This design comes from an exercise in tuning for small area on the open sky130 flow, not from production work. In this exercise RTL edits were held to simulation tests only and were not proved equivalent to the original. The flow treats the clock pin as an ideal source, which a real chip does not have. Power figures rest on the tool's default switching activity, not on a simulated workload.

$ cat design/flow/run.sh
#!/bin/bash
# synth_recipe.tcl (not shown) runs the flow's synth.tcl, then flattens the netlist and writes it again
# the make line also repeats each setting of config.mk as NAME=value (left out here)
make -C /OpenROAD-flow-scripts/flow DESIGN_CONFIG=/design/flow/config.mk WORK_HOME=/design/flow/orfs CLKGATE_MAP_FILE= SYNTH_SCRIPT=/design/flow/synth_recipe.tcl finish
$ cat design/flow/config.mk
export PLATFORM = sky130hd
export DESIGN_NAME = sync_fifo
export DESIGN_NICKNAME = sync_fifo
export VERILOG_FILES = /design/flow/design.v
export SDC_FILE = /design/flow/constraint.sdc
export NUM_CORES = 4
export LEC_CHECK = 0
export CAP_MARGIN = 20
export CORE_MARGIN = 2
export CORE_UTILIZATION = 40
export SLEW_MARGIN = 20
$ cat design/flow/constraint.sdc
create_clock -name core_clock -period 4.0 [get_ports {clk}]
set_input_delay 0.8000 -clock core_clock [delete_from_list [all_inputs] [get_ports {clk}]]
set_output_delay 0.8000 -clock core_clock [all_outputs]
set_load 0.01 [all_outputs]
$ cat design/flow/design.v
module sync_dualport_ram #(parameter width = 8, depth = 16, addr_size = 4)(
    input [width-1:0]data_in, 
    input clk, rst, wr_en,rd_en,
    input [addr_size-1:0]wr_addr, rd_addr,
    output reg [width-1:0] data_out
);
reg [width-1:0] ram [depth-1:0]; 
reg [width-1:0] temp_wr, data_out1;
reg [depth-1:0] decode;
integer i;
always @(*) begin
    if(rd_en) begin
        data_out1 = ram[rd_addr];
    end
    else begin
        data_out1=data_out;
    end
end
always @(posedge clk) begin
    if(rst)begin
        data_out<='b0;
    end
    else data_out<= data_out1;
end
always @(*) begin
    if (wr_en) begin
        temp_wr= data_in;
    end
    else begin
        temp_wr = ram[wr_addr];
    end
end
always @(posedge clk) begin
    for (i =0 ;i<depth ;i=i+1 ) begin
        if (rst) begin
            ram[i]<='b0;
        end
        else if (decode[i]) begin
            ram[i]<=temp_wr;
        end
        else ram[i]<=ram[i];
    end
end
always @(*) begin
    case (wr_addr)
       4'b0000 :decode= 16'b0000000000000001;
       4'b0001 :decode= 16'b0000000000000010;
       4'b0010 :decode= 16'b0000000000000100;
       4'b0011 :decode= 16'b0000000000001000;
       4'b0100 :decode= 16'b0000000000010000;
       4'b0101 :decode= 16'b0000000000100000;
       4'b0110 :decode= 16'b0000000001000000;
       4'b0111 :decode= 16'b0000000010000000;
       4'b1000 :decode= 16'b0000000100000000;
       4'b1001 :decode= 16'b0000001000000000;
       4'b1010 :decode= 16'b0000010000000000;
       4'b1011 :decode= 16'b0000100000000000;
       4'b1100 :decode= 16'b0001000000000000;
       4'b1101 :decode= 16'b0010000000000000;
       4'b1110 :decode= 16'b0100000000000000;
       4'b1111 :decode= 16'b1000000000000000;
       default: decode= 16'bz;
    endcase
end
endmodule
module sync_fifo #(parameter width=8, depth=16, addr_size=4)(
    input [width-1:0] data_in,
    input rst, clk, rd_en, wr_en, 
    output fifo_full, fifo_empty,
    output [width-1:0] data_out
);
reg [addr_size:0] rd_ptr, wr_ptr;
reg [addr_size:0] rd,wr;
wire f,e;
assign fifo_full = {wr_ptr[addr_size], wr_ptr[addr_size-1:0]} == {~rd_ptr[addr_size], rd_ptr[addr_size-1:0]} ? 'b1 : 'b0;
assign fifo_empty = (wr_ptr == rd_ptr)?'b1:'b0;
assign f = fifo_full;
assign e = fifo_empty;
always @(*) begin
    if (rd_en && !e) begin
        rd=rd_ptr+'d1;
    end
    else begin
        rd=rd_ptr;
    end
end
always @(posedge clk) begin
    if (rst) begin
        rd_ptr<='b0;
    end
    else begin
        rd_ptr<=rd;
    end
end
sync_dualport_ram r1(data_in, clk, rst, wr_en && !f, rd_en && !e, wr_ptr[addr_size-1:0], rd_ptr[addr_size-1:0], data_out);
always @(*) begin
    if (wr_en && !f) begin
        wr=wr_ptr+'d1;
    end
    else begin
        wr=wr_ptr;
    end
end
always @(posedge clk) begin
    if (rst) begin
        wr_ptr<='b0;
    end
    else begin
        wr_ptr<=wr;
    end
end
endmodule
==> metrics.md, run 1 <==
| Metric | Value |
|---|---|
| Die H | 147.9 um |
| EDFF count, synth | 0 |
| Slew Viols, Final | 0 |
| Wl on met1 | 12290 um |
| FF/Latch Area | 3244 sq um |
| Clock Path Buffers | 2 |
| Setup crit end kind | flip-flop |
| Final net count | 893 |
| Final ANT Viol Nets | 0 |
| Routed WL | 29350 um |
| Pwr Density | 460.5 nW/um^2 |
| Synth Instances | 924 |
| Vias in the first global route | 7287 |
| Yosys Warn Count | 4 |
| Final Hold Fails | 0 |
| Top sig layer | met4 |
| CTS tree | done |
| Clk slew on worst S/H paths | 0.06 ns |
| Share of cells above drive strength 1 | 11.07% |
| Peak Freq | 305.7 MHz |
| Slew margin rel. | 31.90% |
| Worst Setup SP | wr_ptr[0] |
| Via Count | 7805 |
| Post-layout minimum cycle time | 3.271 ns |
| Largest net degree at the start of global routing | 58 |
| MaxCap Viol Count | 0 |
| Setup TNS | 0 ns |
| Syn_nets | 944 |
| Post-synthesis sequential area ratio | 39.14% |
| Starting Density | 40.82% |
| RR Endpoint | r1.ram[3][6] |
| Non-filler cells, final | 1155 |
| Worst-skew pair later-pin latency | 0.44 ns |
| RSZ-0062 raised after global routing | false |
| Die Wd | 147.9 um |
| Number of buffers created by CTS | 17 |
| Overflow after GRT | 0 |
| I/O pins | 22 |
| First-pass detailed-route iteration total | 8 |
| Leak | 2.910 nW |
| Hold_buf cts | 0 |
| Placer Congestion | 0.9147 |
| Crit Path Class | flip-flop to flip-flop |
| Port Buffers | 21 |
| Met3 WL | 2772 um |
| CTS H-tree depth | 4 |
| Worst EP required | 4.25 ns |
| Resized cells post-CTS | 0 |
| Vias/cell | 6.758 |
| Ys async rst share | 0% |
| Total power | 4.221 mW |
| Most frequent cells in the layout | dfxtp_1, nor2_1, a311oi_1, nand2_1, a221oi_1 |
| Synth Register Bits | 162 |
| Worst Hold Class | flip-flop to flip-flop |
| Syn Area/Cell | 8.967 sq um |
| Die ar. | 21880 sq um |
| First-pass GRT wire length | 45080 um |
| Drt wl/cell | 25.41 um |
| Max VDD drop | 0.3439 mV |
| Mapped cell area | 8285 sq um |
| Placed cells | 1124 |
| Slew @ Worst Pin | 1.020 ns |
| Count of final setup violators | 0 |
| Area occupied by multi-input gates | 4508 sq um |
| Layout fillers | 2021 |
| Placeable Area | 20300 sq um |
| CP Max Fanout | 16 |
| Antenna violations before repair | 0 |
| Remaining DRCs | 0 |
| Worst setup endpoint | r1.ram[3][6] |
| R2r startpoint | wr_ptr[0] |
| Netlist cell types | 69 |
| Commonest register cell after synthesis | dfxtp_1 |
| HPWL after detailed placement | 18050 um |
| Area Growth Syn to Fin | 10.63% |
| # rows | 52 |
| Period utilization | 81.78% |
| ANT cells | 0 |
| Status | timing/DRC/antenna clean |
| FF-to-FF path depth | 7 |
| Most common cell after layout, fill and taps aside | dfxtp_1 |
| Postcts setup bufs | 0 |
| Internal reg-to-reg setup slack | 0.73 ns |
| Skew final | 0.01087 ns |
| Root Driver | clkbuf_16 |
| Clock Sinks | 162 |
| CP startpoint kind | flip-flop |
| GRT Total Usage | 27.26% |
| CP Data Arrival Time | 3.52 ns |
| Met2 routed WL | 12780 um |
| Starting DRT DRC Count | 1109 |
| Final Core Density | 45.16% |
-- layout make-up --
class | count | share of cell area, %
flip-flops and latches | 162 | 35.39
multi-input cells | 637 | 49.18
well taps | 270 | 3.686
clock buffers | 18 | 4.791
clock inverters | 13 | 2.293
repair buffers | 42 | 4.122
inverters | 13 | 0.5324
-- stage by stage --
step                setup WS, ns  cell area (sq um)  hold WS, ns
global placement          0.7386               8517       0.4423
CTS                       0.8004               9166       0.4556
floorplan                  1.585               8285       0.4661
detailed placement        0.7339               8517       0.4470
global route              0.5113               9166       0.4881
finish                    0.7288               9166       0.4520
-- report_power, final --
part	switching, mW	internal, mW	leakage (nW)	total [mW]
logic	0.479	0.199	1.30	0.678
clock network	0.683	1.12	0.300	1.80
registers	0.0730	1.67	1.31	1.74
total	1.24	2.98	2.91	4.22
-- synth_stat cells (all sizes together) (4+ instances only) --
library cell	count	share of area (%)
dfxtp	162	39
nor2	138	6.3
a311oi	100	11
buf	57	3.4
clkbuf	55	2.5
nand2	52	2.5
a211oi	27	3.1
a221oi	26	2.7
a21oi	25	1.6
a22oi	24	2.2
a21o	20	1.8
nor3b	17	1.5
o21ai	17	1.1
mux2	15	2.0
nand3	14	0.85
a22o	12	1.3
inv	12	0.54
xnor2	12	1.3
a222oi	11	1.3
o221ai	11	1.6
a31oi	9	0.68
and3	9	0.68
ha	8	1.2
o2111ai	7	0.74
a32oi	6	0.63
and3b	6	0.63
nor3	6	0.36
o211ai	6	0.54
o32a	5	0.76
a211o	4	0.42
and2	4	0.30
mux4	4	1.1
nand2b	4	0.30
nand4	4	0.30
-- logic make-up (layout without fill, tap and decap cells) --
| family | count (synthesis) | count (layout) | synth area share [%] |
|---|---|---|---|
| AOI/OAI and AO/OA | 331 | 331 | 33.52 |
| xor gates and xnor gates | 15 | 15 | 1.676 |
| adders and majority gates | 8 | 8 | 1.208 |
| buffers and inverters | 125 | 86 | 6.448 |
| DFF | 162 | 162 | 39.14 |
| muxes | 22 | 22 | 3.488 |
| and+or+nand+nor | 261 | 261 | 14.51 |
-- per-layer routing --
layer / global-route usage [%] / vias up
met2: 41.21 / 456
met4: 14.00 / 0
met5: 0 / -
li1: - / 3482
met3: 6.975 / 97
met1: 35.99 / 3770
-- sequential cells by signal, indices dropped and copies added, names as in the netlist --
register	cells
rd_ptr	5
r1.ram	128
r1.data_out	8
wr_ptr	5
r1.decode	16
-- worst min path at each step --
stage                        start             end  depth (start not counted)
finish              r1.data_out[5]  r1.data_out[5]                          2
floorplan             r1.ram[6][3]    r1.ram[6][3]                          2
global route        r1.data_out[0]  r1.data_out[0]                          2
CTS                 r1.data_out[5]  r1.data_out[5]                          2
global placement    r1.data_out[3]  r1.data_out[3]                          2
detailed placement  r1.data_out[5]  r1.data_out[5]                          2
-- critical path: stages, from the launching register on --
cell and delay [ns]:
dfxtp_1 0.43, inv_1 0.18, ha_1 0.46, o21ai_1 0.24, nand2_1 0.56, o2111ai_1 0.26
o221ai_2 0.73, a311oi_1 0.21
==> inputs of run 2 (changes only) <==
==> design/flow/design.v (replaced) <==
module fifo_rdec (
    input rst, rd,
    input [3:0] a,
    output [15:0] sel,
    output hold
);
    wire g = rd & ~rst;
    wire [3:0] lo_n, hi_n;
    genvar k;
    generate for (k = 0; k < 4; k = k + 1) begin : pre
        assign lo_n[k] = ~(g & (a[1:0] == k));
        assign hi_n[k] = ~(a[3:2] == k);
    end endgenerate
    generate for (k = 0; k < 16; k = k + 1) begin : fin
        fifo_nor2 u (.a(lo_n[k % 4]), .b(hi_n[k / 4]), .y(sel[k]));
    end endgenerate
    assign hold = ~(rd | rst);
endmodule
module fifo_nor2 (input a, b, output y);
    assign y = ~(a | b);
endmodule
module fifo_aoi222 (input a0, b0, a1, b1, a2, b2, output y);
    assign y = ~((a0 & b0) | (a1 & b1) | (a2 & b2));
endmodule
module fifo_aoi22 (input a0, b0, a1, b1, output y);
    assign y = ~((a0 & b0) | (a1 & b1));
endmodule
module fifo_nand6 (input [5:0] x, output y);
    assign y = ~(&x);
endmodule
module sync_fifo #(parameter width=8, depth=16, addr_size=4)(
    input [width-1:0] data_in,
    input rst, clk, rd_en, wr_en,
    output fifo_full, fifo_empty,
    output [width-1:0] data_out
);
reg [4:0] p;
reg [7:0] ram [0:15];
reg [7:0] dout;
assign fifo_empty = p[4];
assign fifo_full  = ~p[4] & (&p[3:0]);
assign data_out   = dout;
wire wr = wr_en & ~fifo_full;
wire rd = rd_en & ~fifo_empty;
wire up = wr & ~rd;
wire dn = rd & ~wr;
wire [4:0] t;
assign t[0] = up | dn;
genvar k;
generate for (k = 1; k < 5; k = k + 1) begin : tog
    assign t[k] = (up & (&p[k-1:0])) | (dn & ~(|p[k-1:0]));
end endgenerate
always @(posedge clk) begin
    if (rst)
        p <= 5'b11111;
    else
        p <= p ^ t;
end
integer i;
always @(posedge clk) begin
    if (wr) begin
        ram[0] <= data_in;
        for (i = 1; i < 16; i = i + 1)
            ram[i] <= ram[i-1];
    end
end
wire [15:0] sel;
wire hold;
fifo_rdec u_dec (.rst(rst), .rd(rd), .a(p[3:0]), .sel(sel), .hold(hold));
genvar b;
generate for (b = 0; b < 8; b = b + 1) begin : bitslice
    wire [5:0] y;
    fifo_aoi222 u0 (.a0(sel[0]),  .b0(ram[0][b]),  .a1(sel[1]),  .b1(ram[1][b]),  .a2(sel[2]),  .b2(ram[2][b]),  .y(y[0]));
    fifo_aoi222 u1 (.a0(sel[3]),  .b0(ram[3][b]),  .a1(sel[4]),  .b1(ram[4][b]),  .a2(sel[5]),  .b2(ram[5][b]),  .y(y[1]));
    fifo_aoi222 u2 (.a0(sel[6]),  .b0(ram[6][b]),  .a1(sel[7]),  .b1(ram[7][b]),  .a2(sel[8]),  .b2(ram[8][b]),  .y(y[2]));
    fifo_aoi222 u3 (.a0(sel[9]),  .b0(ram[9][b]),  .a1(sel[10]), .b1(ram[10][b]), .a2(sel[11]), .b2(ram[11][b]), .y(y[3]));
    fifo_aoi222 u4 (.a0(sel[12]), .b0(ram[12][b]), .a1(sel[13]), .b1(ram[13][b]), .a2(sel[14]), .b2(ram[14][b]), .y(y[4]));
    fifo_aoi22  u5 (.a0(sel[15]), .b0(ram[15][b]), .a1(hold),    .b1(dout[b]),    .y(y[5]));
    wire d;
    fifo_nand6  u6 (.x(y), .y(d));
    always @(posedge clk)
        dout[b] <= d;
end endgenerate
endmodule
--- a/design/flow/config.mk
+++ b/design/flow/config.mk
@@ -8,4 +8,8 @@
 export CAP_MARGIN = 20
 export CORE_MARGIN = 2
-export CORE_UTILIZATION = 40
+export CORE_UTILIZATION = 60
+export CTS_BUF_LIST = sky130_fd_sc_hd__clkbuf_8
+export CTS_CLUSTER_DIAMETER = 200
+export CTS_CLUSTER_SIZE = 50
 export SLEW_MARGIN = 20
+export SYNTH_HIERARCHICAL = 1
==> metrics.md, run 2 <==
| Metric | Value |
|---|---|
| Setup crit end kind | flip-flop |
| Die ar. | 9204 sq um (-58%) |
| Synth Area in Compound Gates | 10.71% (-23 points) |
| Clk pwr share | 30.0% (-13 points) |
| Share of cells above drive strength 1 | 14.87% (+3.8 points) |
| CP Data Arrival Time | 3.22 ns (-0.30 ns) |
| Clock Path Buffers | 2 (unchanged) |
| RR Endpoint | dout[6] |
| Largest register FFs | 128 (unchanged) |
| Switching share of power | 25.35% (-3.9 points) |
| Final ANT Viol Nets | 0 (unchanged) |
| Peak Freq | 349.2 MHz (+14%) |
| Worst Setup SP | rd_en |
| Combinational power share | 9.6% (-6.5 points) |
| Final Hold Fails | 0 (unchanged) |
| Worst Hold Class | flip-flop to flip-flop |
| Clock Sinks | 141 (-13%) |
| Post-layout minimum cycle time | 2.864 ns (-0.4073 ns) |
| Slew Viols, Final | 0 (unchanged) |
| Routed WL | 8839 um (-70%) |
| Synth Register Bits | 141 (-13%) |
| Via Count | 2726 (-65%) |
| XOR/XNOR Fraction of Synth Area | 0.3454% (-1.3 points) |
| Starting Density | 61.72% (+21 points) |
| Setup TNS | 0 ns (unchanged) |
| Remaining DRCs | 0 (unchanged) |
| Largest register by flop count | ram |
| Slew margin rel. | 27.50% (-4.4 points) |
| Worst setup endpoint | dout[6] |
| Simple-gate share of the synthesized area | 6.366% (-8.1 points) |
| Antenna violations before repair | 0 (unchanged) |
| Netlist cell types | 27 (-61%) |
| Overflow after GRT | 0 (unchanged) |
| RSZ-0062 raised after global routing | false |
| Slew @ Worst Pin | 1.084 ns (+0.06346 ns) |
| R2r startpoint | p[4] |
| Port Buffers | 21 (unchanged) |
| Final worst slack | 1.136 ns (+0.4073 ns) |
| Number of buffers created by CTS | 17 (unchanged) |
| Area Growth Syn to Fin | 14.58% |
| Worst-skew pair later-pin latency | 0.42 ns (-0.02 ns) |
| # rows | 33 (-37%) |
| Root Driver | clkbuf_8 |
| Post-synthesis sequential area ratio | 80.93% (+42 points) |
| Skew final | 0.009181 ns (-0.001688 ns) |
| ANT cells | 0 (unchanged) |
| Die Wd | 95.94 um (-35%) |
| Crit Path Class | input pin to flip-flop |
| FF-to-FF path depth | 7 (unchanged) |
| Worst EP required | 4.35 ns (+0.10 ns) |
| EDFF count, synth | 128 (+128) |
| CTS H-tree depth | 4 (unchanged) |
| Die H | 95.94 um (-35%) |
| Vias/cell | 6.475 (-4.2%) |
| Largest net degree at the start of global routing | 65 (+12%) |
| Vias in the first global route | 2547 (-65%) |
| Synth Instances | 261 (-72%) |
| HPWL after detailed placement | 5753 um (-68%) |
| CP startpoint kind | input pin |
| Largest family of logic cells by synthesized area | compound AO/OA/AOI/OAI gates |
| Sequential Power Share | 60.4% (+19 points) |
| First-pass detailed-route iteration total | 6 (-2) |
| Hold_buf cts | 0 (unchanged) |
| CP Max Fanout | 8 (-8) |
| GRT Total Usage | 21.04% (-6.2 points) |
| Drt wl/cell | 21.00 um (-17%) |
| Most frequent cells after synthesis | edfxtp_1, a222oi_1, nor2_1 |
| Top cell type's share of synthesized area | 75.80% (+37 points) |
| First-pass GRT wire length | 13810 um (-69%) |
| Ys async rst share | 0% (unchanged) |
| MaxCap Viol Count | 0 (unchanged) |
| Resized cells post-CTS | 0 (unchanged) |
| Postcts setup bufs | 0 (unchanged) |
| CTS tree | done |
| Max VDD drop | 0.3691 mV (+7.3%) |
| Internal reg-to-reg setup slack | 1.52 ns (+0.79 ns) |
| Count leader, synth | edfxtp_1 |
| Most frequent cells in the layout | edfxtp_1, a222oi_1, clkdlybuf4s50_1, nor2_1, clkbuf_8 |
| Area contributors post-synth | edfxtp_1, a222oi_1, dfxtp_1 |
| Leak | 1.896 nW (-35%) |
| Placer Congestion | 0.8558 (-6.4%) |
| Commonest register cell after synthesis | edfxtp_1 |
| Syn_nets | 276 (-71%) |
| Final net count | 318 (-64%) |
| Syn Area/Cell | 19.43 sq um (+120%) |
| Pre-CTS setup slack | 0.7564 ns (+0.02253 ns) |
| Adder-Cell Fraction of Synth Area | 0.7402% (-0.47 points) |
| Status | timing/DRC/antenna clean |
| Clk slew on worst S/H paths | 0.07 ns (about the same) |
| Placeable Area | 8217 sq um (-60%) |
| Starting DRT DRC Count | 503 (-55%) |
| Worst hold path depth | 0 (-2) |
| Most common cell after layout, fill and taps aside | edfxtp_1 |
| Post-synthesis mux area share | 0.3948% (-3.1 points) |
| Period utilization | 71.60% (-10 points) |
| Mapped cell area | 5071 sq um (-39%) |
| Yosys Warn Count | 9 (+5) |
| Pwr Density | 616.4 nW/um^2 (+34%) |
| Synth area leader | edfxtp_1 |
| P_sw | 908.1 uW (-27%) |
| Internal | 2.674 mW (-10%) |
| I/O pins | 22 (unchanged) |
| Count of final setup violators | 0 (unchanged) |
[run 2: changes by cell type after synthesis, moves of 20 or more]
cell      delta
a21o_1      -20
buf_2       -28
a222oi_1    +29
a311oi_1   -100
a221oi_1    -26
nor2_1     -118
nand2_1     -44
edfxtp_1   +128
clkbuf_1    -55
a21oi_1     -24
a22oi_1     -24
buf_1       -22
dfxtp_1    -149
[run 2: how the worst min path moves through the flow]
stage,slack (ns),startpoint,to
6_report,0.45,ram[12][1],ram[13][1]
3_3_place_gp,0.43,ram[12][1],ram[13][1]
5_1_grt,0.46,ram[10][7],ram[11][7]
2_1_floorplan,0.43,ram[9][0],ram[10][0]
4_1_cts,0.45,ram[12][1],ram[13][1]
3_5_place_dp,0.43,ram[5][3],ram[6][3]
[run 2: Yosys stat by module, one instance, submodules excluded]
module,flops+latches,copies in the design,cell area (sq um),cells inside
fifo_nor2,0,16,3.754,1
fifo_aoi222,0,40,10.01,1
fifo_rdec,0,1,67.56,9
fifo_nand6,0,8,13.76,2
sync_fifo,141,1,4333,172
fifo_aoi22,0,8,12.51,1
[run 2: metal layers]
layer	wire length, um	GRT usage (%)	up-vias
li1	-	-	1234
met1	4169	32.45	1361
met2	3925	28.55	118
met3	640	6.343	13
met4	104	7.738	0
met5	0	0	-
[run 2: final cells by class]
type / instances / area [sq um]
Sequential cell: 141 / 4104
Fill cell: 527 / 2406
Clock inverter: 15 / 148.9
Inverter: 4 / 18.77
Tap cell: 105 / 131.4
Timing Repair Buffer: 24 / 232.7
Clock buffer: 17 / 234.0
Multi-Input combinational cell: 115 / 940.9
[run 2: power groups by stage]
stage,Clock (mW),Sequential [mW],Combinational [mW]
after floorplan,0,2.14,0.230
after global placement,0,2.18,0.336
after detailed placement,0,2.19,0.344
after CTS,1.09,2.16,0.346
after global routing,1.15,2.20,0.379
final,1.08,2.16,0.344
[run 2: cell families after synthesis]
logic type	count (synthesis)
flops	141
compound gates	54
simple gates	54
buf+inv	5
fa+ha+maj	3
xor+xnor	2
mux	2
[run 2: worst max-delay path, stage by stage]
cell and delay, ns:
clkdlybuf4s50_1 0.45, nand2b_1 0.09, inv_1 0.16, or4b_1 0.55, nor2_1 0.52, a222oi_1 0.27
and4_1 0.26, nand3_1 0.10
[run 2: per-stage QoR]
| step | hold WS, ns | cell area (sq um) | total power [mW] | util (%) | std cells |
|---|---|---|---|---|---|
| finish | 0.4482 | 5811 | 3.582 | 70.72 | 421 |
| global route | 0.4577 | 5811 | 3.726 | 70.72 | 421 |
| CTS | 0.4484 | 5811 | 3.593 | 70.72 | 421 |
| detailed placement | 0.4328 | 5428 | 2.532 | 66.06 | 389 |
| global placement | 0.4268 | 5428 | 2.514 | 66.06 | 389 |
| floorplan | 0.4252 | 5075 | 2.372 | - | 261 |
==> inputs of run 3 (changes only) <==
--- a/design/flow/config.mk
+++ b/design/flow/config.mk
@@ -8,8 +8,5 @@
 export CAP_MARGIN = 20
 export CORE_MARGIN = 2
-export CORE_UTILIZATION = 60
-export CTS_BUF_LIST = sky130_fd_sc_hd__clkbuf_8
-export CTS_CLUSTER_DIAMETER = 200
-export CTS_CLUSTER_SIZE = 50
+export CORE_UTILIZATION = 40
 export SLEW_MARGIN = 20
 export SYNTH_HIERARCHICAL = 1
==> metrics.md, run 3 <==
| Metric | Value |
|---|---|
| Status | timing/DRC/antenna clean |
| Synth Area in Compound Gates | 10.71% (unchanged) |
| Met3 WL | 523 um (-18%) |
| CTS H-tree depth | 4 (unchanged) |
| Largest register FFs | 128 (unchanged) |
| Post-synthesis mux area share | 0.3948% (unchanged) |
| Worst-skew pair later-pin latency | 0.41 ns (about the same) |
| Antenna violations before repair | 0 (unchanged) |
| Syn_nets | 276 (unchanged) |
| Yosys Warn Count | 9 (unchanged) |
| Most frequent cells after synthesis | edfxtp_1, a222oi_1, nor2_1 |
| Starting DRT DRC Count | 450 (-11%) |
| RSZ-0062 raised after global routing | false |
| Synth Register Bits | 141 (unchanged) |
| Share of cells above drive strength 1 | 13.56% (-1.3 points) |
| ANT cells | 0 (unchanged) |
| Max VDD drop | 0.2532 mV (-31%) |
| First-pass GRT wire length | 14460 um (+4.7%) |
| Number of buffers created by CTS | 17 (unchanged) |
| Worst Hold Class | flip-flop to flip-flop |
| EDFF count, synth | 128 (unchanged) |
| Simple-gate share of the synthesized area | 6.366% (unchanged) |
| Slew @ Worst Pin | 0.9932 ns (-0.09032 ns) |
| Sequential Power Share | 52.5% (-7.9 points) |
| CP Data Arrival Time | 3.11 ns (-0.11 ns) |
| Clock Sinks | 141 (unchanged) |
| Placeable Area | 12520 sq um (+52%) |
| Drt wl/cell | 18.85 um (-10%) |
| Clk slew on worst S/H paths | 0.05 ns (-0.02 ns) |
| Vias in the first global route | 2640 (+3.7%) |
| Met2 routed WL | 4254 um (+8.4%) |
| Final ANT Viol Nets | 0 (unchanged) |
| Commonest register cell after synthesis | edfxtp_1 |
| # rows | 41 (+24%) |
| Largest net degree at the start of global routing | 110 (+69%) |
| Netlist cell types | 27 (unchanged) |
| Clk pwr share | 39.0% (+9.0 points) |
| Most common cell after layout, fill and taps aside | edfxtp_1 |
| HPWL after detailed placement | 5812 um (+1.0%) |
| Synth Instances | 261 (unchanged) |
| Area contributors post-synth | edfxtp_1, a222oi_1, dfxtp_1 |
| Syn Area/Cell | 19.43 sq um (unchanged) |
| Mapped cell area | 5071 sq um (unchanged) |
| Port Buffers | 21 (unchanged) |
| Crit Path Class | input pin to flip-flop |
| XOR/XNOR Fraction of Synth Area | 0.3454% (unchanged) |
| I/O pins | 22 (unchanged) |
| Post-synthesis sequential area ratio | 80.93% (unchanged) |
| Clock Path Buffers | 2 (unchanged) |
| MaxCap Viol Count | 0 (unchanged) |
| Die H | 116.6 um (+22%) |
| Die Wd | 116.6 um (+22%) |
| Combinational power share | 8.5% (-1.1 points) |
| Final Hold Fails | 0 (unchanged) |
| Internal | 3.168 mW (+18%) |
| Post-layout minimum cycle time | 2.763 ns (-0.1012 ns) |
| Slew Viols, Final | 0 (unchanged) |
| Starting Density | 40.51% (-21 points) |
| Switching share of power | 23.10% (-2.3 points) |
| Top cell type's share of synthesized area | 75.80% (unchanged) |
| Via Count | 2705 (-0.77%) |
| GRT Total Usage | 14.48% (-6.6 points) |
| Placer Congestion | 0.7807 (-8.8%) |
| Setup TNS | 0 ns (unchanged) |
| Skew final | 0.006449 ns (-0.002732 ns) |
| Wl on met1 | 4380 um (+5.1%) |
| CP startpoint kind | input pin |
| Leak | 2.012 nW (+6.1%) |
| Ys async rst share | 0% (unchanged) |
| Overflow after GRT | 0 (unchanged) |
| Largest family of logic cells by synthesized area | compound AO/OA/AOI/OAI gates |
| Count leader, synth | edfxtp_1 |
| Area Growth Syn to Fin | 21.05% |
| Final worst slack | 1.237 ns (+0.1012 ns) |
| Adder-Cell Fraction of Synth Area | 0.7402% (unchanged) |
| Top sig layer | met4 |
| Vias/cell | 5.532 (-15%) |
| First-pass detailed-route iteration total | 5 (-1) |
| Worst EP required | 4.34 ns (about the same) |
| Most frequent cells in the layout | edfxtp_1, a222oi_1, clkdlybuf4s50_1, nor2_1, clkbuf_16 |
| Synth area leader | edfxtp_1 |
| Peak Freq | 362.0 MHz (+3.7%) |
| Remaining DRCs | 0 (unchanged) |
| Postcts setup bufs | 0 (unchanged) |
| Pwr Density | 671.2 nW/um^2 (+8.9%) |
| Layout fillers | 1053 (+100%) |
| P_sw | 951.9 uW (+4.8%) |
| Resized cells post-CTS | 0 (unchanged) |
| Count of final setup violators | 0 (unchanged) |
| Setup crit end kind | flip-flop |
| Period utilization | 69.07% (-2.5 points) |
| Hold_buf cts | 0 (unchanged) |
| Root Driver | clkbuf_16 |
| Routed WL | 9216 um (+4.3%) |
| Largest register by flop count | ram |
| Pre-CTS setup slack | 0.8559 ns (+0.09953 ns) |
| Area occupied by multi-input gates | 940.9 sq um (unchanged) |
| Slew margin rel. | 33.54% (+6.0 points) |
| Die ar. | 13590 sq um (+48%) |
| CP Max Fanout | 8 (unchanged) |
| Final net count | 319 (+0.31%) |
| CTS tree | done |
| FF/Latch Area | 4104 sq um (unchanged) |
-- run 3: changes by cell type in the layout (fill, tap and decap cells not counted), moves of 2 or more --
cell / delta
bufinv_16: +2
clkbuf_1: +3
clkbuf_16: +17
clkbuf_8: -17
clkinv_1: +2
clkinv_2: -3
clkinvlp_4: -3
-- run 3: cell families after synthesis --
group | count (synthesis)
flip-flops | 141
AO/OA/AOI/OAI | 54
AND/OR/NAND/NOR | 54
buffers and inverters | 5
adder cells (fa/ha/maj) | 3
XOR/XNOR | 2
multiplexers | 2
-- run 3: power by group through the flow --
stage	sequential [mW]	clock (mW)	combinational, mW
floorplan	2.14	0	0.230
global placement	2.17	0	0.345
detailed placement	2.19	0	0.352
CTS	2.16	1.63	0.354
global route	2.20	1.68	0.385
finish	2.16	1.61	0.351
-- run 3: path summary, 6_finish.rpt --
path,endpoint,slack (ns),cells after the start,startpoint
min,ram[5][1],0.45,0,ram[4][1]
max,dout[7],1.24,8,rd_en
min reg2reg,ram[5][1],0.45,0,ram[4][1]
max reg2reg,p[1],1.55,7,p[0]
-- run 3: per-module statistics from Yosys (local to each module, per instance) --
module	copies in the design	area [sq um]	flip-flops and latches
fifo_aoi222	40	10.01	0
fifo_nor2	16	3.754	0
fifo_nand6	8	13.76	0
fifo_rdec	1	67.56	0
fifo_aoi22	8	12.51	0
sync_fifo	1	4333	141
-- run 3: layer usage --
layer  vias up  global-route usage (%)
li1       1242                       -
met1      1362                   20.67
met2        97                   21.01
met3         4                   4.255
met4         0                   5.804
met5         -                       0
-- run 3: worst max-delay path, stage by stage --
cell and delay (ns):
clkdlybuf4s50_1 0.45, nand2b_1 0.09, inv_1 0.16, or4b_1 0.54, nor2_1 0.52, a222oi_1 0.20
and4_1 0.25, nand3_1 0.09
-- run 3: final cells by class --
cell class	instances	share of cell area, %
Timing Repair Buffer	25	4.117
Inverter	4	0.3057
Clock buffer	20	7.114
Sequential cell	141	66.86
Clock inverter	12	2.772
Multi-Input combinational cell	115	15.33
Tap cell	172	3.506
-- run 3: metrics by stage --
step	std cells	power (mW)	util [%]	hold WS, ns	cell area, sq um
2_1_floorplan	261	2.372	-	0.4252	5075
3_3_place_gp	457	2.516	44.19	0.4262	5532
3_5_place_dp	457	2.539	44.19	0.4342	5532
4_1_cts	489	4.147	49.04	0.4451	6138
5_1_grt	489	4.271	49.04	0.4527	6138
6_report	489	4.120	49.04	0.4470	6138
==> inputs of run 4 (changes only) <==
--- a/design/flow/config.mk
+++ b/design/flow/config.mk
@@ -9,4 +9,7 @@
 export CORE_MARGIN = 2
 export CORE_UTILIZATION = 40
+export CTS_BUF_LIST = sky130_fd_sc_hd__clkbuf_4
+export CTS_CLUSTER_DIAMETER = 100
+export CTS_CLUSTER_SIZE = 30
 export SLEW_MARGIN = 20
 export SYNTH_HIERARCHICAL = 1
==> metrics.md, run 4 <==
| Metric | Value |
|---|---|
| Status | timing/DRC/antenna clean |
| Starting DRT DRC Count | 346 (-23%) |
| CP bufs+invs | 1 (-1) |
| Slew Viols, Final | 0 (unchanged) |
| CP top delay family | flip-flops |
| Largest net degree at the start of global routing | 110 (unchanged) |
| GRT Total Usage | 14.04% (-0.44 points) |
| Final Hold Fails | 0 (unchanged) |
| Max VDD drop | 0.2425 mV (-4.2%) |
| Most frequent cells after synthesis | edfxtp_1, a222oi_1, nor2_1 |
| Die ar. | 13590 sq um (unchanged) |
| First-pass detailed-route iteration total | 7 (+2) |
| Hold_buf cts | 0 (unchanged) |
| Final net count | 319 (unchanged) |
| Clk slew on worst S/H paths | 0.12 ns (+0.07 ns) |
| Worst path max stage delay | 0.56 ns (+0.02 ns) |
| CP Data Arrival Time | 1.96 ns (-1.15 ns) |
| Final ANT Viol Nets | 0 (unchanged) |
| Pwr Density | 597.9 nW/um^2 (-11%) |
| Syn Area/Cell | 19.43 sq um (unchanged) |
| Crit path cell chain | nand4_1 > nor2_1 > clkdlybuf4s50_1 |
| Setup crit end kind | output pin |
| Final Cell Area | 5854 sq um (-4.6%) |
| Yosys Warn Count | 9 (unchanged) |
| Share of cells above drive strength 1 | 14.51% (+0.95 points) |
| Slew @ Worst Pin | 0.9482 ns (-0.04503 ns) |
| Period utilization | 68.97% (-0.095 points) |
| Placeable Area | 12520 sq um (unchanged) |
| Via Count | 2697 (-0.30%) |
| Antenna violations before repair | 0 (unchanged) |
| Most frequent cells in the layout | edfxtp_1, a222oi_1, clkdlybuf4s50_1, clkbuf_4, nor2_1 |
| Synth Register Bits | 141 (unchanged) |
| Mapped cell area | 5071 sq um (unchanged) |
| Post-layout minimum cycle time | 2.759 ns (-0.003790 ns) |
| CTS H-tree depth | 4 (unchanged) |
| Pre-CTS setup slack | 0.8559 ns (unchanged) |
| Synth area leader | edfxtp_1 |
| Most common cell after layout, fill and taps aside | edfxtp_1 |
| Commonest register cell after synthesis | edfxtp_1 |
| Top cell type's share of synthesized area | 75.80% (unchanged) |
| Number of buffers created by CTS | 17 (unchanged) |
| Vias/cell | 5.504 (-0.50%) |
| Starting Density | 40.51% (unchanged) |
| Area contributors post-synth | edfxtp_1, a222oi_1, dfxtp_1 |
| Count leader, synth | edfxtp_1 |
| Leak | 1.891 nW (-6.0%) |
| Clock Path Buffers | 2 (unchanged) |
| First-pass GRT wire length | 14110 um (-2.4%) |
| Netlist cell types | 27 (unchanged) |
| CP Max Fanout | 11 (+3) |
| RSZ-0062 raised after global routing | false |
| Worst-skew pair later-pin latency | 0.51 ns (+0.10 ns) |
| Placer Congestion | 0.7807 (unchanged) |
| Vias in the first global route | 2610 (-1.1%) |
| Area after DPL | 5532 sq um (unchanged) |
| Worst EP required | 3.20 ns (-1.14 ns) |
| # rows | 41 (unchanged) |
| Postcts setup bufs | 0 (unchanged) |
| Worst Hold Class | flip-flop to flip-flop |
| Synth Instances | 261 (unchanged) |
| EDFF count, synth | 128 (unchanged) |
| Die H | 116.6 um (unchanged) |
| Final worst slack | 1.241 ns (+0.003790 ns) |
| Area Growth Syn to Fin | 15.45% |
| Layout fillers | 1090 (+3.5%) |
| Root Driver | clkbuf_4 |
| Overflow after GRT | 0 (unchanged) |
| Area occupied by multi-input gates | 940.9 sq um (unchanged) |
| Remaining DRCs | 0 (unchanged) |
| Hold Slack | 0.4546 ns (+0.007597 ns) |
| Drt wl/cell | 18.30 um (-2.9%) |
| CP startpoint kind | flip-flop |
| FF/Latch Area | 4104 sq um (unchanged) |
| Skew final | 0.01620 ns (+0.009752 ns) |
| Setup TNS | 0 ns (unchanged) |
| Crit Path Class | flip-flop to output pin |
| Slowest-stage cell, CP | dfxtp_1 |
| Resized cells post-CTS | 0 (unchanged) |
| Ys async rst share | 0% (unchanged) |
| Syn_nets | 276 (unchanged) |
| Peak Freq | 362.5 MHz (+0.14%) |
| HPWL after detailed placement | 5812 um (unchanged) |
| Die Wd | 116.6 um (unchanged) |
| Slew margin rel. | 36.55% (+3.0 points) |
| Clock Sinks | 141 (unchanged) |
| Largest register FFs | 128 (unchanged) |
| Post-synthesis sequential area ratio | 80.93% (unchanged) |
| CTS tree | done |
| Count of final setup violators | 0 (unchanged) |
| Port Buffers | 21 (unchanged) |
| I/O pins | 22 (unchanged) |
| Routed WL | 8965 um (-2.7%) |
| MaxCap Viol Count | 0 (unchanged) |
| Largest register by flop count | ram |
==> run 4: cells by family (layout without fill, tap and decap cells) <==
kind of cell	after synthesis	count (layout)	share of synthesized area [%]
simple gates	54	54	6.366
mux	2	2	0.3948
flops	141	141	80.93
other cells	0	1	0
xor+xnor	2	2	0.3455
compound gates	54	54	10.71
fa+ha+maj	3	3	0.7403
buf+inv	5	61	0.5180
==> run 4: cell type report <==
| type | count | share of cell area, % |
|---|---|---|
| Tap cell | 172 | 3.676 |
| Sequential cell | 141 | 70.10 |
| Clock inverter | 12 | 2.907 |
| Multi-Input combinational cell | 115 | 16.07 |
| Clock buffer | 20 | 2.565 |
| Antenna cell | 1 | 0.04274 |
| Inverter | 4 | 0.3206 |
| Timing Repair Buffer | 25 | 4.317 |
==> run 4: worst paths after layout <==
path | to | cells after the start | startpoint | slack, ns
worst max-delay path | fifo_full | 3 | p[0] | 1.24
worst min-delay path | ram[6][7] | 0 | ram[5][7] | 0.45
worst max register to register | p[1] | 7 | p[0] | 1.54
worst min register to register | ram[6][7] | 0 | ram[5][7] | 0.45
==> run 4: per-stage QoR <==
| stage | instances | utilization, % | power [mW] |
|---|---|---|---|
| floorplan | 261 | - | 2.372 |
| global placement | 457 | 44.19 | 2.516 |
| detailed placement | 457 | 44.19 | 2.539 |
| CTS | 489 | 46.75 | 3.526 |
| global route | 489 | 46.75 | 3.648 |
| finish | 490 | 46.77 | 3.500 |
==> run 4: power breakdown <==
group	internal [mW]	switching, mW
combinational	0.145	0.205
sequential	1.98	0.176
clock	0.513	0.481
total	2.64	0.862
==> run 4: modules after synthesis, one instance, submodules excluded <==
module / cell area, sq um / cells / flip-flops and latches
fifo_nand6: 13.76 / 2 / 0
fifo_rdec: 67.56 / 9 / 0
fifo_aoi222: 10.01 / 1 / 0
fifo_aoi22: 12.51 / 1 / 0
sync_fifo: 4333 / 172 / 141
fifo_nor2: 3.754 / 1 / 0
==> run 4: routing by layer <==
layer  up-vias  GRT usage, %  routed length, um  part of all wire, %
li1       1246             -                  -                    -
met1      1336         20.10               4154                   46
met2       107         19.88               4034                   45
met3         8         4.463                643                  7.2
met4         0         5.961                133                  1.5
met5         -             0                  0                    0
==> inputs of run 5 (changes only) <==
==> design/flow/flow/run.sh (new file) <==
#!/bin/bash
# Standard ORFS layout, except: clock tree without dummy loads (they only
# balance skew between tree branches), and port buffers of the smallest size.
set -euo pipefail
export CTS_ARGS="-sink_clustering_enable -repair_clock_nets -dont_use_dummy_load -buf_list \"sky130_fd_sc_hd__clkbuf_4 sky130_fd_sc_hd__clkbuf_8\""
export BUFFER_PORTS_ARGS="-buffer_cell sky130_fd_sc_hd__buf_1"
bash standard.sh finish > standard.log 2>&1
==> design/flow/standard.sh (new file) <==
#!/bin/bash
# synth_recipe.tcl (not shown) runs the flow's synth.tcl, then flattens the netlist and writes it again
# the make line also repeats each setting of config.mk as NAME=value (left out here)
make -C /OpenROAD-flow-scripts/flow DESIGN_CONFIG=/design/flow/config.mk WORK_HOME=/design/flow/orfs CLKGATE_MAP_FILE= SYNTH_SCRIPT=/design/flow/synth_recipe.tcl "${@:-finish}"
--- a/design/flow/config.mk
+++ b/design/flow/config.mk
@@ -9,7 +9,4 @@
 export CORE_MARGIN = 2
 export CORE_UTILIZATION = 40
-export CTS_BUF_LIST = sky130_fd_sc_hd__clkbuf_4
-export CTS_CLUSTER_DIAMETER = 100
-export CTS_CLUSTER_SIZE = 30
 export SLEW_MARGIN = 20
 export SYNTH_HIERARCHICAL = 1
removed: design/flow/run.sh
==> metrics.md, run 5 <==
| Metric | Value |
|---|---|
| Worst EP required | 4.36 ns (+1.16 ns) |
| CTS H-tree depth | 4 (unchanged) |
| Antenna violations before repair | 0 (unchanged) |
| Area Growth Syn to Fin | 10.66% |
| EDFF count, synth | 128 (unchanged) |
| Clk slew on worst S/H paths | 0.08 ns (-0.04 ns) |
| XOR/XNOR Fraction of Synth Area | 0.3454% (unchanged) |
| Clock Path Buffers | 2 (unchanged) |
| Root Driver | clkbuf_8 |
| Share of cells above drive strength 1 | 10.37% (-4.1 points) |
| Commonest register cell after synthesis | edfxtp_1 |
| Port Buffers | 21 (unchanged) |
| Setup TNS | 0 ns (unchanged) |
| CP Max Fanout | 8 (-3) |
| RSZ-0062 raised after global routing | false |
| Final ANT Viol Nets | 0 (unchanged) |
| ANT cells | 0 (-1) |
| First-pass GRT wire length | 14430 um (+2.3%) |
| Synth Area in Compound Gates | 10.71% (unchanged) |
| HPWL after detailed placement | 5990 um (+3.1%) |
| Post-synthesis mux area share | 0.3948% (unchanged) |
| Worst path max stage delay | 0.56 ns (about the same) |
| Ys async rst share | 0% (unchanged) |
| Most frequent cells in the layout | edfxtp_1, a222oi_1, buf_1, nor2_1, clkbuf_8 |
| Final Core Density | 44.83% (-1.9 points) |
| Mapped cell area | 5071 sq um (unchanged) |
| Post-layout minimum cycle time | 2.416 ns (-0.3428 ns) |
| Largest register FFs | 128 (unchanged) |
| Max VDD drop | 0.2507 mV (+3.4%) |
| Synth area leader | edfxtp_1 |
| First-pass detailed-route iteration total | 6 (-1) |
| CP Data Arrival Time | 2.78 ns (+0.82 ns) |
| Remaining DRCs | 0 (unchanged) |
| Clock Sinks | 141 (unchanged) |
| Final net count | 316 (-0.94%) |
| Die ar. | 13590 sq um (unchanged) |
| Count leader, synth | edfxtp_1 |
| Routed WL | 9183 um (+2.4%) |
| Top cell type's share of synthesized area | 75.80% (unchanged) |
| Starting DRT DRC Count | 408 (+18%) |
| Placeable Area | 12520 sq um (unchanged) |
| Syn_nets | 276 (unchanged) |
| Crit Path Class | flip-flop to flip-flop |
| Via Count | 2676 (-0.78%) |
| MaxCap Viol Count | 0 (unchanged) |
| Netlist cell types | 27 (unchanged) |
| Vias in the first global route | 2592 (-0.69%) |
| CP startpoint kind | flip-flop |
| Post-synthesis sequential area ratio | 80.93% (unchanged) |
| Setup crit end kind | flip-flop |
| Largest net degree at the start of global routing | 129 (+17%) |
| GRT Total Usage | 14.70% (+0.67 points) |
| Starting Density | 40.51% (unchanged) |
| Hold_buf cts | 0 (unchanged) |
| Peak Freq | 413.9 MHz (+14%) |
| Most frequent cells after synthesis | edfxtp_1, a222oi_1, nor2_1 |
| Number of buffers created by CTS | 17 (unchanged) |
| Crit path cell chain | nand2b_1 > inv_1 > or4b_1 > nor2_1 > a222oi_1 > and4_1 > nand3_1 |
| Slew @ Worst Pin | 1.011 ns (+0.06322 ns) |
| Yosys Warn Count | 9 (unchanged) |
| Worst Hold Class | flip-flop to flip-flop |
| Drt wl/cell | 19.50 um (+6.6%) |
| Die Wd | 116.6 um (unchanged) |
| Adder-Cell Fraction of Synth Area | 0.7402% (unchanged) |
| Die H | 116.6 um (unchanged) |
| I/O pins | 22 (unchanged) |
| Syn Area/Cell | 19.43 sq um (unchanged) |
| Synth Register Bits | 141 (unchanged) |
| Slew Viols, Final | 0 (unchanged) |
| Resized cells post-CTS | 0 (unchanged) |
| Hold Slack | 0.4301 ns (-0.02445 ns) |
| Period utilization | 60.40% (-8.6 points) |
| Skew final | 0.02126 ns (+0.005058 ns) |
| Leak | 1.774 nW (-6.2%) |
| Most common cell after layout, fill and taps aside | edfxtp_1 |
| Pwr Density | 586.5 nW/um^2 (-1.9%) |
| Final Hold Fails | 0 (unchanged) |
| # rows | 41 (unchanged) |
| Synth Instances | 261 (unchanged) |
| Slew margin rel. | 32.32% (-4.2 points) |
| Placer Congestion | 0.8006 (+2.5%) |
| Overflow after GRT | 0 (unchanged) |
| Largest register by flop count | ram |
| Largest family of logic cells by synthesized area | compound AO/OA/AOI/OAI gates |
| Simple-gate share of the synthesized area | 6.366% (unchanged) |
| Count of final setup violators | 0 (unchanged) |
| Vias/cell | 5.682 (+3.2%) |
| Status | timing/DRC/antenna clean |
| Slowest-stage cell, CP | nor2_1 |
| Area contributors post-synth | edfxtp_1, a222oi_1, dfxtp_1 |
| Worst-skew pair later-pin latency | 0.44 ns (-0.07 ns) |
| Postcts setup bufs | 0 (unchanged) |
| CTS tree | done |
run 5: final timing paths:
check	from	endpoint	slack, ns	cells after the start
setup / recovery	p[4]	dout[1]	1.58	7
hold / removal	ram[10][3]	ram[11][3]	0.43	0
setup reg to reg	p[4]	dout[1]	1.58	7
hold reg to reg	ram[10][3]	ram[11][3]	0.43	0
run 5: area by class of cell:
| type | count | area (sq um) |
|---|---|---|
| Clock buffer | 17 | 234.0 |
| Fill cell | 1106 | 6905 |
| Inverter | 4 | 18.77 |
| Multi-Input combinational cell | 115 | 940.9 |
| Sequential cell | 141 | 4104 |
| Tap cell | 172 | 215.2 |
| Timing Repair Buffer | 22 | 98.84 |
run 5: power breakdown:
part	switching, mW	total (mW)	leakage (nW)	internal [mW]
Combinational	0.204	0.309	0.299	0.105
Clock	0.444	0.818	0.122	0.373
Sequential	0.178	2.16	1.35	1.99
Total	0.827	3.29	1.77	2.46
run 5: routing by layer:
| layer | global-route usage (%) | vias up | part of all wire, % |
|---|---|---|---|
| li1 | - | 1214 | - |
| met1 | 20.04 | 1353 | 45 |
| met2 | 21.16 | 92 | 46 |
| met3 | 6.591 | 17 | 6.8 |
| met4 | 4.941 | 0 | 1.5 |
| met5 | 0 | - | 0 |
run 5: critical path: cells and delay by family, from the launching register on:
family / cells / cell delay (ns)
AOI/OAI and AO/OA: 1 / 0.25
DFF: 1 / 0.35
buffers and inverters: 1 / 0.15
and+or+nand+nor: 5 / 1.60
run 5: logic make-up after synthesis:
group | after synthesis
flops | 141
compound gates | 54
simple gates | 54
buf+inv | 5
fa+ha+maj | 3
xor+xnor | 2
mux | 2
run 5: per-stage QoR:
step / setup slack (ns) / instance area (sq um) / std cells / power (mW)
2_1_floorplan: 0.1522 / 5075 / 261 / 2.372
4_1_cts: 1.585 / 5612 / 471 / 3.311
3_5_place_dp: 1.160 / 5378 / 454 / 2.507
3_3_place_gp: 1.232 / 5378 / 454 / 2.478
6_report: 1.584 / 5612 / 471 / 3.291
5_1_grt: 1.415 / 5612 / 471 / 3.440
run 5: Yosys stat by module, one instance, submodules excluded:
module	flops+latches	cells
sync_fifo	141	172
fifo_rdec	0	9
fifo_nand6	0	2
fifo_aoi22	0	1
fifo_aoi222	0	1
fifo_nor2	0	1
==> inputs of run 6 (changes only) <==
==> design/flow/flow/run.sh (replaced) <==
#!/bin/bash
# Standard ORFS layout, except: clock tree without dummy loads (they only
# balance skew between tree branches), and port buffers of the smallest size.
set -euo pipefail
export CTS_ARGS="-sink_clustering_enable -repair_clock_nets -dont_use_dummy_load -buf_list sky130_fd_sc_hd__clkbuf_8"
export BUFFER_PORTS_ARGS="-buffer_cell sky130_fd_sc_hd__buf_1"
bash standard.sh finish > standard.log 2>&1
==> metrics.md, run 6 <==
| Metric | Value |
|---|---|
| Status | timing/DRC/antenna clean |
| MaxCap Viol Count | 0 (unchanged) |
| Largest register FFs | 128 (unchanged) |
| EDFF count, synth | 128 (unchanged) |
| Total power | 3.291 mW (unchanged) |
| ANT cells | 0 (unchanged) |
| Final ANT Viol Nets | 0 (unchanged) |
| Die H | 116.6 um (unchanged) |
| Number of buffers created by CTS | 17 (unchanged) |
| I/O pins | 22 (unchanged) |
| Worst-skew pair later-pin latency | 0.44 ns (about the same) |
| Vias in the first global route | 2592 (unchanged) |
| Area contributors post-synth | edfxtp_1, a222oi_1, dfxtp_1 |
| Most common cell after layout, fill and taps aside | edfxtp_1 |
| Final Hold Fails | 0 (unchanged) |
| CP startpoint kind | flip-flop |
| Root Driver | clkbuf_8 |
| Internal reg-to-reg setup slack | 1.58 ns (about the same) |
| Area occupied by multi-input gates | 940.9 sq um (unchanged) |
| Syn Area/Cell | 19.43 sq um (unchanged) |
| Routed WL | 9183 um (unchanged) |
| Most frequent cells after synthesis | edfxtp_1, a222oi_1, nor2_1 |
| Overflow after GRT | 0 (unchanged) |
| Remaining DRCs | 0 (unchanged) |
| Synth Instances | 261 (unchanged) |
| Setup TNS | 0 ns (unchanged) |
| Worst EP required | 4.36 ns (about the same) |
| Largest net degree at the start of global routing | 129 (unchanged) |
| Most frequent cells in the layout | edfxtp_1, a222oi_1, buf_1, nor2_1, clkbuf_8 |
| Die Wd | 116.6 um (unchanged) |
| Period utilization | 60.40% (unchanged) |
| Starting Density | 40.51% (unchanged) |
| GRT Total Usage | 14.70% (unchanged) |
| Layout fillers | 1106 (unchanged) |
| Hold path startpoint | ram[10][3] |
| HPWL after detailed placement | 5990 um (unchanged) |
| First-pass detailed-route iteration total | 6 (unchanged) |
| Resized cells post-CTS | 0 (unchanged) |
| FF-to-FF path depth | 7 (unchanged) |
| Count leader, synth | edfxtp_1 |
| CP Max Fanout | 8 (unchanged) |
| Antenna violations before repair | 0 (unchanged) |
| WHS Endpoint | ram[11][3] |
| CP Data Arrival Time | 2.78 ns (about the same) |
| Vias/cell | 5.682 (unchanged) |
| Top cell type's share of synthesized area | 75.80% (unchanged) |
| RSZ-0062 raised after global routing | false |
| First-pass GRT wire length | 14430 um (unchanged) |
| Slew @ Worst Pin | 1.011 ns (unchanged) |
| Final net count | 316 (unchanged) |
| Netlist cell types | 27 (unchanged) |
| Starting DRT DRC Count | 408 (unchanged) |
| Hold Slack | 0.4301 ns (unchanged) |
| # rows | 41 (unchanged) |
| Clock Path Buffers | 2 (unchanged) |
| Pwr Density | 586.5 nW/um^2 (unchanged) |
| Worst Hold Class | flip-flop to flip-flop |
| FF/Latch Area | 4104 sq um (unchanged) |
| Worst hold path depth | 0 (unchanged) |
| CTS H-tree depth | 4 (unchanged) |
| Clk slew on worst S/H paths | 0.08 ns (about the same) |
| Hold_buf cts | 0 (unchanged) |
| Slew Viols, Final | 0 (unchanged) |
| Drt wl/cell | 19.50 um (unchanged) |
| Count of final setup violators | 0 (unchanged) |
| Peak Freq | 413.9 MHz (unchanged) |
| Area Growth Syn to Fin | 10.66% (unchanged) |
| Die ar. | 13590 sq um (unchanged) |
| Via Count | 2676 (unchanged) |
| Postcts setup bufs | 0 (unchanged) |
| RR Endpoint | dout[1] |
| CTS tree | done |
| Mapped cell area | 5071 sq um (unchanged) |
| Commonest register cell after synthesis | edfxtp_1 |
| Syn_nets | 276 (unchanged) |
| Setup crit end kind | flip-flop |
| Largest register by flop count | ram |
| Yosys Warn Count | 9 (unchanged) |
| Post-synthesis sequential area ratio | 80.93% (unchanged) |
| Placer Congestion | 0.8006 (unchanged) |
| Synth Register Bits | 141 (unchanged) |
| Crit Path Class | flip-flop to flip-flop |
| Skew final | 0.02126 ns (unchanged) |
| Placeable Area | 12520 sq um (unchanged) |
| Share of cells above drive strength 1 | 10.37% (unchanged) |
| Port Buffers | 21 (unchanged) |
| R2r startpoint | p[4] |
| Clock Sinks | 141 (unchanged) |
| Ys async rst share | 0% (unchanged) |
| Slew margin rel. | 32.32% (unchanged) |
| Post-layout minimum cycle time | 2.416 ns (unchanged) |
| Max VDD drop | 0.2507 mV (unchanged) |
| Leak | 1.774 nW (unchanged) |
| Synth area leader | edfxtp_1 |
-- run 6: kinds of logic (layout without fill, tap and decap cells) --
family,count (synthesis),count (layout),synth area share (%)
DFF,141,141,80.93
AOI/OAI and AO/OA,54,54,10.71
and+or+nand+nor,54,54,6.366
buffers and inverters,5,43,0.5180
adders and majority gates,3,3,0.7403
xor gates and xnor gates,2,2,0.3455
muxes,2,2,0.3948
-- run 6: cell type report --
type / count / area share [%]
Inverter: 4 / 0.3344
Multi-Input combinational cell: 115 / 16.77
Sequential cell: 141 / 73.13
Timing Repair Buffer: 22 / 1.761
Clock buffer: 17 / 4.169
Tap cell: 172 / 3.835
-- run 6: power by group --
| part | switching, mW | leakage [nW] | internal [mW] |
|---|---|---|---|
| Sequential | 0.178 | 1.35 | 1.99 |
| Combinational | 0.204 | 0.299 | 0.105 |
| Clock | 0.444 | 0.122 | 0.373 |
| Total | 0.827 | 1.77 | 2.46 |
-- run 6: worst max-delay path by stage --
stage           from  endpoint  slack (ns)  cells past startpoint
3_3_place_gp   rd_en   dout[1]        1.23                      8
5_1_grt         p[4]   dout[1]        1.42                      7
3_5_place_dp   rd_en   dout[1]        1.16                      8
4_1_cts         p[4]   dout[1]        1.58                      7
6_report        p[4]   dout[1]        1.58                      7
2_1_floorplan   p[0]      p[1]        0.15                      8
-- run 6: layer usage --
layer | wire (um) | vias up | track usage, %
li1 | - | 1214 | -
met1 | 4158 | 1353 | 20.04
met2 | 4257 | 92 | 21.16
met3 | 629 | 17 | 6.591
met4 | 138 | 0 | 4.941
met5 | 0 | - | 0
-- run 6: modules after synthesis, one instance, submodules excluded --
module       times used  cell area, sq um  flip-flops and latches  cells inside
sync_fifo             1              4333                     141           172
fifo_rdec             1             67.56                       0             9
fifo_nand6            8             13.76                       0             2
fifo_aoi22            8             12.51                       0             1
fifo_aoi222          40             10.01                       0             1
fifo_nor2            16             3.754                       0             1
-- run 6: worst max-delay path: stages (launching register included) --
cell and delay (ns):
dfxtp_1 0.35, nand2b_1 0.19, inv_1 0.15, or4b_1 0.53, nor2_1 0.56, a222oi_1 0.25, and4_1 0.24, nand3_1 0.08
-- run 6: through the flow --
step           cell area [sq um]  setup slack [ns]  util [%]  std cells
2_1_floorplan               5075            0.1522         -        261
3_3_place_gp                5378             1.232     42.96        454
3_5_place_dp                5378             1.160     42.96        454
4_1_cts                     5612             1.585     44.83        471
5_1_grt                     5612             1.415     44.83        471
6_report                    5612             1.584     44.83        471
==> inputs of run 7 (changes only) <==
==> design/flow/flow/run.sh (replaced) <==
#!/bin/bash
# Standard ORFS layout, except: clock tree without dummy loads (they only
# balance skew between tree branches), and port buffers of the smallest size.
set -euo pipefail
export CTS_ARGS="-sink_clustering_enable -repair_clock_nets -dont_use_dummy_load -buf_list sky130_fd_sc_hd__clkbuf_4"
export BUFFER_PORTS_ARGS="-buffer_cell sky130_fd_sc_hd__buf_1"
export POST_CTS_TCL="$PWD/flow/postcts.tcl"
bash standard.sh finish > standard.log 2>&1
==> design/flow/flow/postcts.tcl (new file) <==
# After CTS: a clkbuf_4 leaf whose sinks see a slow clock edge is swapped for
# a clkbuf_8, then the placement is legalised again.
estimate_parasitics -placement
set n 0
foreach inst [get_cells clkbuf_*] {
  if { [get_property $inst ref_name] ne "sky130_fd_sc_hd__clkbuf_4" } { continue }
  set net [get_nets -of_objects [get_pins [get_full_name $inst]/X]]
  set worst 0
  foreach l [get_pins -of_objects $net -filter "direction==input"] {
    set s [get_property $l slew_max]
    if { $s > $worst } { set worst $s }
  }
  if { $worst > 0.100 } {
    replace_cell $inst sky130_fd_sc_hd__clkbuf_8
    incr n
  }
}
puts "post-cts: upsized $n clock buffers"
if { $n > 0 } {
  detailed_placement
  estimate_parasitics -placement
}
==> metrics.md, run 7 <==
| Metric | Value |
|---|---|
| Largest net degree at the start of global routing | 129 (unchanged) |
| Peak Freq | 410.5 MHz (-0.83%) |
| Antenna violations before repair | 0 (unchanged) |
| Remaining DRCs | 0 (unchanged) |
| Share of cells above drive strength 1 | 10.37% (unchanged) |
| CP Data Arrival Time | 2.79 ns (about the same) |
| Syn_nets | 276 (unchanged) |
| Crit Path Class | flip-flop to flip-flop |
| Skew final | 0.02569 ns (+0.004434 ns) |
| Max VDD drop | 0.2552 mV (+1.8%) |
| Clk slew on worst S/H paths | 0.10 ns (+0.02 ns) |
| Area contributors post-synth | edfxtp_1, a222oi_1, dfxtp_1 |
| Worst path max stage delay | 0.57 ns (about the same) |
| EDFF count, synth | 128 (unchanged) |
| Commonest register cell after synthesis | edfxtp_1 |
| Largest register by flop count | ram |
| Worst EP required | 4.35 ns (about the same) |
| Synth Register Bits | 141 (unchanged) |
| Synth Instances | 261 (unchanged) |
| Mapped cell area | 5071 sq um (unchanged) |
| Syn Area/Cell | 19.43 sq um (unchanged) |
| Vias/cell | 5.756 (+1.3%) |
| Port Buffers | 21 (unchanged) |
| Count leader, synth | edfxtp_1 |
| MaxCap Viol Count | 0 (unchanged) |
| GRT Total Usage | 14.62% (-0.090 points) |
| Status | timing/DRC/antenna clean |
| CP Max Fanout | 8 (unchanged) |
| Slew @ Worst Pin | 1.023 ns (+0.01126 ns) |
| Placed cells | 454 (unchanged) |
| Non-filler cells, final | 471 (unchanged) |
| Overflow after GRT | 0 (unchanged) |
| Slowest-stage cell, CP | nor2_1 |
| Most common cell after layout, fill and taps aside | edfxtp_1 |
| Total power | 3.153 mW (-4.2%) |
| Drt wl/cell | 19.55 um (+0.29%) |
| Starting DRT DRC Count | 373 (-8.6%) |
| Starting Density | 40.51% (unchanged) |
| I/O pins | 22 (unchanged) |
| Placeable Area | 12520 sq um (unchanged) |
| Worst Hold Class | flip-flop to flip-flop |
| Netlist cell types | 27 (unchanged) |
| Count of final setup violators | 0 (unchanged) |
| Area Growth Syn to Fin | 9.302% |
| First-pass GRT wire length | 14370 um (-0.43%) |
| Yosys Warn Count | 9 (unchanged) |
| HPWL after detailed placement | 5990 um (unchanged) |
| Setup crit end kind | flip-flop |
| Ys async rst share | 0% (unchanged) |
| Post-synthesis sequential area ratio | 80.93% (unchanged) |
| Vias in the first global route | 2576 (-0.62%) |
| Most frequent cells after synthesis | edfxtp_1, a222oi_1, nor2_1 |
| Die H | 116.6 um (unchanged) |
| Top cell type's share of synthesized area | 75.80% (unchanged) |
| Placer Congestion | 0.8006 (unchanged) |
| Most frequent cells in the layout | edfxtp_1, a222oi_1, buf_1, nor2_1, dfxtp_1 |
| ANT cells | 0 (unchanged) |
| RSZ-0062 raised after global routing | false |
| Synth area leader | edfxtp_1 |
| Largest register FFs | 128 (unchanged) |
| Die Wd | 116.6 um (unchanged) |
| CP startpoint kind | flip-flop |
| Slew margin rel. | 31.57% (-0.75 points) |
| Routed WL | 9210 um (+0.29%) |
| # rows | 41 (unchanged) |
| Setup TNS | 0 ns (unchanged) |
| Hold Slack | 0.4386 ns (+0.008505 ns) |
| Die ar. | 13590 sq um (unchanged) |
| Period utilization | 60.91% (+0.51 points) |
| Final Hold Fails | 0 (unchanged) |
| Post-layout minimum cycle time | 2.436 ns (+0.02022 ns) |
| Worst-skew pair later-pin latency | 0.42 ns (-0.02 ns) |
| First-pass detailed-route iteration total | 7 (+1) |
| Clock Sinks | 141 (unchanged) |
| Final ANT Viol Nets | 0 (unchanged) |
| Slew Viols, Final | 0 (unchanged) |
| Final net count | 316 (unchanged) |
| CTS tree | done |
| Leak | 1.746 nW (-1.6%) |
| Via Count | 2711 (+1.3%) |
| Crit path cell chain | nand2b_1 > inv_1 > or4b_1 > nor2_1 > a222oi_1 > and4_1 > nand3_1 |
| Pwr Density | 568.9 nW/um^2 (-3.0%) |
==> run 7: cell counts after synthesis <==
Identical to the previous run, type by type.
==> run 7: modules after synthesis (local to each module, per instance) <==
module	cells	flip-flops and latches	times used	cell area, sq um
fifo_rdec	9	0	1	67.56
fifo_nor2	1	0	16	3.754
fifo_aoi22	1	0	8	12.51
sync_fifo	172	141	1	4333
fifo_aoi222	1	0	40	10.01
fifo_nand6	2	0	8	13.76
==> run 7: stage by stage <==
step	utilization, %	cell area (sq um)	worst slack, ns
after floorplan	-	5075	0.1522
after global placement	42.96	5378	1.232
after detailed placement	42.96	5378	1.160
after global routing	44.28	5543	1.410
final	44.28	5543	1.564
==> run 7: area by class of cell <==
| class | instances | area (sq um) |
|---|---|---|
| clock buffers | 17 | 165.2 |
| fillers | 1118 | 6974 |
| inverters | 4 | 18.77 |
| multi-input cells | 115 | 940.9 |
| flip-flops and latches | 141 | 4104 |
| well taps | 172 | 215.2 |
| repair buffers | 22 | 98.84 |
==> run 7: where the power goes <==
part / switching (mW) / leakage, nW / internal [mW]
Clock: 0.421 / 0.0937 / 0.261
Sequential: 0.179 / 1.35 / 1.98
Combinational: 0.204 / 0.299 / 0.105
Total: 0.804 / 1.75 / 2.35
==> run 7: worst max-delay path: cells and delay by family, from the launching register on <==
kind                   cells  cell delay (ns)
AOI/OAI and AO/OA          1             0.25
buffers and inverters      1             0.15
DFF                        1             0.36
and+or+nand+nor            5             1.61
==> run 7: worst paths after layout <==
kind,slack (ns),start,end,depth (start not counted)
max,1.56,p[4],dout[1],7
min reg2reg,0.44,ram[11][6],ram[12][6],0
min,0.44,ram[11][6],ram[12][6],0
max reg2reg,1.56,p[4],dout[1],7
==> run 7: logic make-up (layout without fill, tap and decap cells) <==
logic type / after synthesis / after routing / share of synthesized area, %
AOI/OAI and AO/OA: 54 / 54 / 10.71
xor gates and xnor gates: 2 / 2 / 0.3455
adders and majority gates: 3 / 3 / 0.7403
buffers and inverters: 5 / 43 / 0.5180
DFF: 141 / 141 / 80.93
muxes: 2 / 2 / 0.3948
and+or+nand+nor: 54 / 54 / 6.366
==> run 7: metal layers <==
metal  vias up  share of wire [%]  routed length, um  track usage (%)
li1       1221                  -                  -                -
met1      1366                 46               4201            20.01
met2       108                 46               4236            21.12
met3        16                6.8                622            5.968
met4         0                1.6                149            5.412
met5         -                  0                  0                0

## separate check: timing with driven ports
The flow's constraints put no driver on any port. The routed layouts listed below were extracted and timed again, unchanged, in two steps. Step 1 sets driving cells, clkbuf_16 on the clock port and buf_2 on the other inputs (assumed; they add their load-dependent delay and slew). Step 2, shift: input delay + t, output delay - t, t = (earliest + latest rising clock arrival at the registers) / 2. This alone moves slack from input paths to output paths. a / b / c = ideal / step 1 / step 2; a / b = the first two.
run	shift t [ns]	setup WS [ns]	cell pins on the clock port's net
run 1	0.477	0.729 / 0.729 / 0.663	1
run 2	0.452	1.136 / 1.139 / 0.688	1
run 3	0.443	1.237 / 1.252 / 0.810	1
run 4	0.535	1.241 / 1.206 / 0.827	1
run 5	0.461	1.584 / 1.584 / 1.139	1
run 6	0.461	1.584 / 1.584 / 1.139	1
run 7	0.442	1.564 / 1.564 / 1.140	1
After both steps every run listed still meets setup and hold. For run 2, which loses most, drivers alone change the setup slack by +0.003 ns; drivers and shift together by -0.448 ns.
